This design comes from an exercise in tuning for small area, a short achievable clock period and few clock cycles on the open sky130 flow, not from production work.
RTL that was checked went through simulation tests only; none was proved equivalent to the original.
Power is estimated from default activity; no workload was simulated.

trial 79:
==> flow/design.v <==
`timescale 1ns/10ps
module LBP(
	clk,
	reset,
	gray_addr,
	gray_req,
	gray_ready,
	gray_data,
	lbp_addr,
	lbp_valid,
	lbp_data,
	finish
);
input clk;
input reset;
input gray_ready;
input [7:0] gray_data;
output [13:0] gray_addr;
output reg gray_req;
output reg [13:0] lbp_addr;
output reg lbp_valid;
output reg [7:0] lbp_data;
output reg finish;
localparam S  = 8;         
localparam H  = S - 2;     
localparam IW = 3;         
reg [6:0] row;
reg [6:0] col;
reg [IW-1:0] ri;           
assign gray_addr = {row, col};
wire col_end = (ri == S-1);
wire last    = (col == 7'd127) & (row == 7'd127);    
always @(posedge clk) begin
	if (~gray_req) begin
		row <= 7'd0;
		col <= 7'd0;
		ri  <= {IW{1'b0}};
	end
	else begin
		ri <= ri + 1'b1;                                    
		if (col_end) begin
			col <= col + 7'd1;
			if (col == 7'd127) row <= row - 7'd1;           
			else               row <= row - (S - 1);       
		end
		else row <= row + 7'd1;
	end
end
reg [7:0] p [1:S+1];
integer k;
always @(posedge clk) begin
	p[1] <= gray_data;
	for (k = 2; k <= S + 1; k = k + 1) p[k] <= p[k-1];
end
function ge8;
	input [7:0] a;
	input [7:0] b;
	integer j;
	reg r;
	begin
		r = 1'b1;
		for (j = 0; j < 8; j = j + 1)
			r = (a[j] & ~b[j]) | (a[j] & r) | (~b[j] & r);
		ge8 = r;
	end
endfunction
function [1:0] cmp8;
	input [7:0] a;
	input [7:0] b;
	integer j, w;
	reg [7:0] g, l;
	begin
		g = a & ~b;                
		l = ~a & b;                
		for (w = 1; w < 8; w = w * 2)
			for (j = 7; j >= 0; j = j - 2 * w) begin
				g[j] = g[j] | (~l[j] & g[j-w]);
				l[j] = l[j] | (~g[j] & l[j-w]);
			end
		cmp8 = {~l[7], ~g[7]};
	end
endfunction
wire [7:0] x = gray_data;
wire [7:0] c = p[S+1];
wire c_dr, x_ul;
assign {c_dr, x_ul} = cmp8(x, c);   
wire c_r   = ge8(p[1], c);     
wire c_ur  = ge8(p[2], c);     
wire c_d   = ge8(p[S], c);     
wire r_l   = ge8(c, p[1]);     
wire ur_dl = ge8(c, p[2]);     
wire d_u   = ge8(c, p[S]);     
reg       q1;
reg [1:0] q2;
reg [2:0] qm [3:S];
reg [3:0] qs1;
always @(posedge clk) begin
	q1    <= x_ul;
	q2    <= {r_l, q1};
	qm[3] <= {ur_dl, q2};
	for (k = 4; k <= S; k = k + 1) qm[k] <= qm[k-1];
	qs1   <= {d_u, qm[S]};
end
wire [7:0] code = {c_dr, c_d, qs1[2], c_r, qs1[1], c_ur, qs1[3], qs1[0]};
always @(posedge clk) begin
	lbp_data <= code;
	lbp_addr <= {row - 7'd1, col - 7'd1};
end
always @(posedge clk or posedge reset) begin
	if (reset) begin
		lbp_valid <= 1'b0;
		finish    <= 1'b0;
		gray_req  <= 1'b0;
	end
	else begin
		gray_req  <= gray_ready;
		lbp_valid <= gray_req & ~finish & (ri >= 2) & (col >= 7'd2);
		if (gray_req & last) finish <= 1'b1;
	end
end
endmodule
Settings: LEC_CHECK=0, CAP_MARGIN=20, CORE_MARGIN=2, CORE_UTILIZATION=65, CTS_BUF_LIST=sky130_fd_sc_hd__clkbuf_8, SETUP_SLACK_MARGIN=3, SLEW_MARGIN=20; clock period 5.0 ns.
standard.sh (not shown) runs the stock make flow with config.mk's settings and CLKGATE_MAP_FILE= SYNTH_SCRIPT=/design/flow/synth_recipe.tcl, a recipe that flattens the netlist after the stock synthesis.
==> flow/flow/run.sh <==
#!/bin/bash
# Standard ORFS flow, with port buffers and timing repair free to use any
# buffer/gate size instead of only same-footprint swaps, and a clock tree
# built without dummy balancing loads.
set -euo pipefail
export CTS_ARGS="-sink_clustering_enable -repair_clock_nets -buf_list sky130_fd_sc_hd__clkbuf_8 -root_buf sky130_fd_sc_hd__clkbuf_16 -dont_use_dummy_load"
bash standard.sh MATCH_CELL_FOOTPRINT=0 "BUFFER_PORTS_ARGS=-buffer_cell sky130_fd_sc_hd__buf_1" finish > standard_flow.log 2>&1
Relative to trial 79, the following input files were edited for build 66:
diff --git a/flow/design.v b/flow/design.v
--- a/flow/design.v
+++ b/flow/design.v
@@ -63,31 +63,15 @@
 			r = (a[j] & ~b[j]) | (a[j] & r) | (~b[j] & r);
 		ge8 = r;
 	end
 endfunction
-function [1:0] cmp8;
-	input [7:0] a;
-	input [7:0] b;
-	integer j, w;
-	reg [7:0] g, l;
-	begin
-		g = a & ~b;                
-		l = ~a & b;                
-		for (w = 1; w < 8; w = w * 2)
-			for (j = 7; j >= 0; j = j - 2 * w) begin
-				g[j] = g[j] | (~l[j] & g[j-w]);
-				l[j] = l[j] | (~g[j] & l[j-w]);
-			end
-		cmp8 = {~l[7], ~g[7]};
-	end
-endfunction
 wire [7:0] x = gray_data;
 wire [7:0] c = p[S+1];
-wire c_dr, x_ul;
-assign {c_dr, x_ul} = cmp8(x, c);   
+wire c_dr  = ge8(x,    c);     
 wire c_r   = ge8(p[1], c);     
 wire c_ur  = ge8(p[2], c);     
 wire c_d   = ge8(p[S], c);     
+wire x_ul  = ge8(c, x);        
 wire r_l   = ge8(c, p[1]);     
 wire ur_dl = ge8(c, p[2]);     
 wire d_u   = ge8(c, p[S]);     
 reg       q1;
Findings:
| maximum cell stage delay along the critical path | trial 79 vs build 66 | ≈ equal |
[compare] base=trial 79 new=build 66: synthesized cell area down about 1.3%; wire length after detailed routing down about 9%; final-layout non-clock buffer area share flat.
Compared with trial 79, build 66 shows a number of cells in the design after placement that is about 4.6% lower.
Compare trial 79 and build 66 | final core utilization higher: build 66
Trial 79 and build 66 ended up with nearly the same cell-internal power.
Compared with trial 79, build 66 shows final weighted congestion in routability-driven placement lower by 0.025.
Summary of build 66 over trial 79: number of non-filler instances in the completed layout went down about 4.5%, final design instance area without fill now sits lower.
Testbench counts of build 66, summed over its fixed seeds: cycles 64,518.
Function not checked in trial 79: the RTL went through the layout flow alone.

* * *

== pepper ==
RTL: the design.v shown in full above, as it stands there.
Settings: LEC_CHECK=0, CAP_MARGIN=20, CORE_MARGIN=2, CORE_UTILIZATION=65, CTS_BUF_LIST=sky130_fd_sc_hd__clkbuf_4, SETUP_SLACK_MARGIN=3, SLEW_MARGIN=20; clock period 5.0 ns.
==> flow/flow/run.sh <==
#!/bin/bash
# Standard ORFS flow, with port buffers and timing repair free to use any
# buffer/gate size instead of only same-footprint swaps, and a clock tree
# built without dummy balancing loads.
set -euo pipefail
export CTS_ARGS="-sink_clustering_enable -repair_clock_nets -buf_list sky130_fd_sc_hd__clkbuf_4 -root_buf sky130_fd_sc_hd__clkbuf_16 -dont_use_dummy_load"
bash standard.sh MATCH_CELL_FOOTPRINT=0 "BUFFER_PORTS_ARGS=-buffer_cell sky130_fd_sc_hd__buf_2" finish > standard_flow.log 2>&1
pepper: all stages complete, timing, DRC and antenna checks passed
Modified inputs, violet compared to pepper
==> flow/design.v, changed modules only <==
module LBP(
	clk,
	reset,
	gray_addr,
	gray_req,
	gray_ready,
	gray_data,
	lbp_addr,
	lbp_valid,
	lbp_data,
	finish
);
input clk;
input reset;
input gray_ready;
input [7:0] gray_data;
output [13:0] gray_addr;
output reg gray_req;
output reg [13:0] lbp_addr;
output reg lbp_valid;
output reg [7:0] lbp_data;
output reg finish;
localparam S  = 8;         
localparam H  = S - 2;     
localparam IW = 3;         
reg [6:0] row;
reg [6:0] col;
reg [IW-1:0] ri;           
assign gray_addr = {row, col};
wire col_end = (ri == S-1);
wire last    = (col == 7'd127) & (row == 7'd127);    
always @(posedge clk) begin
	if (~gray_req) begin
		row <= 7'd0;
		col <= 7'd0;
		ri  <= {IW{1'b0}};
	end
	else begin
		ri <= ri + 1'b1;                                    
		if (col_end) begin
			col <= col + 7'd1;
			if (col == 7'd127) row <= row - 7'd1;           
			else               row <= row - (S - 1);       
		end
		else row <= row + 7'd1;
	end
end
reg [7:0] p [1:S+1];
integer k;
always @(posedge clk) begin
	p[1] <= gray_data;
	for (k = 2; k <= S + 1; k = k + 1) p[k] <= p[k-1];
end
function ge8;
	input [7:0] a;
	input [7:0] b;
	integer j;
	reg r;
	begin
		r = 1'b1;
		for (j = 0; j < 8; j = j + 1)
			r = (a[j] & ~b[j]) | (a[j] & r) | (~b[j] & r);
		ge8 = r;
	end
endfunction
wire [7:0] x = gray_data;
wire [7:0] c = p[S+1];
wire c_dr  = ge8(x,    c);     
wire c_r   = ge8(p[1], c);     
wire c_ur  = ge8(p[2], c);     
wire c_d   = ge8(p[S], c);     
wire x_ul  = ge8(c, x);        
wire r_l   = ge8(c, p[1]);     
wire ur_dl = ge8(c, p[2]);     
wire d_u   = ge8(c, p[S]);     
reg       q1;
reg [1:0] q2;
reg [2:0] qm [3:S];
reg [3:0] qs1;
always @(posedge clk) begin
	q1    <= x_ul;
	q2    <= {r_l, q1};
	qm[3] <= {ur_dl, q2};
	for (k = 4; k <= S; k = k + 1) qm[k] <= qm[k-1];
	qs1   <= {d_u, qm[S]};
end
wire [7:0] code = {c_dr, c_d, qs1[2], c_r, qs1[1], c_ur, qs1[3], qs1[0]};
always @(posedge clk) begin
	lbp_data <= code;
	lbp_addr <= {row - 7'd1, col - 7'd1};
end
always @(posedge clk or posedge reset) begin
	if (reset) begin
		lbp_valid <= 1'b0;
		finish    <= 1'b0;
		gray_req  <= 1'b0;
	end
	else begin
		gray_req  <= gray_ready;
		lbp_valid <= gray_req & ~finish & (ri >= 2) & (col >= 7'd2);
		if (gray_req & last) finish <= 1'b1;
	end
end
endmodule
[summary]
violet completed every stage of the flow, and the final layout passed the timing, design-rule and antenna checks. pepper ended with every stage complete and zero timing, DRC or antenna violations. Between violet and pepper, it is violet whose met2 track demand over resource in global routing is lower, by 1.3 points. The highest-delay cell along the critical path comes out maj3_2 in one run and dfrtp_2 in the other, namely in violet and pepper respectively. Between violet and pepper, the difference in clock insertion delay at the later pin of the skew report is negligible. The lower worst endpoint data arrival time came out of pepper. Going from pepper to violet, sum of internal, switching and leakage power dropped 1.1%; total global routing overflow barely changed; final area dropped 1.2%. Taking pepper as the reference, in violet area share of buffers outside the clock network has remained practically unchanged, worst slack after detailed placement lower. Layout clock buffer count came out exactly the same in violet and pepper. violet: final critical-path share of the clock period 0.87 points above pepper. Of the two candidates, pepper has the worse die area and violet the better one. Compared to pepper, the router laid down less metal wire for violet. violet against pepper: number of instances in the synthesized netlist lost about 5%, sum of routed wire segments on met1 decreased 330 um.
Testbench counts of violet, summed over its fixed seeds: cycles 64,518.
No functional check of the RTL was part of pepper.

[afterwards: timing with drivers on the ports]
In the flow no input, the clock included, has a driving cell. The finished layouts below were timed again as built, in two steps.
Step 1 sets driving cells, clkbuf_16 on the clock port and buf_2 on the other inputs (assumed; they add their load-dependent delay and slew).
Step 2 times the ports against the registers' clock, not the clock port: input delays grow and output delays shrink by t, the midpoint of the rising clock arrivals with the driver on.
Slacks: no drivers / after step 1 / after step 2; pairs: no drivers / after step 1.
run | shift t [ns] | setup WS [ns] | worst hold slack (ns)
trial 79 | 0.383 | 3.027 / 2.994 / 2.767 | 0.303 / 0.303 / 0.303
build 66 | 0.382 | 3.051 / 3.018 / 2.694 | 0.314 / 0.314 / 0.314
pepper | 0.367 | 3.067 / 3.034 / 2.792 | 0.306 / 0.306 / 0.306
violet | 0.379 | 3.024 / 3.007 / 2.662 | 0.310 / 0.310 / 0.310
After both steps every run listed still meets setup and hold. The setup slack of violet, which loses most, moves by -0.017 ns with the drivers and by -0.362 ns with both steps.
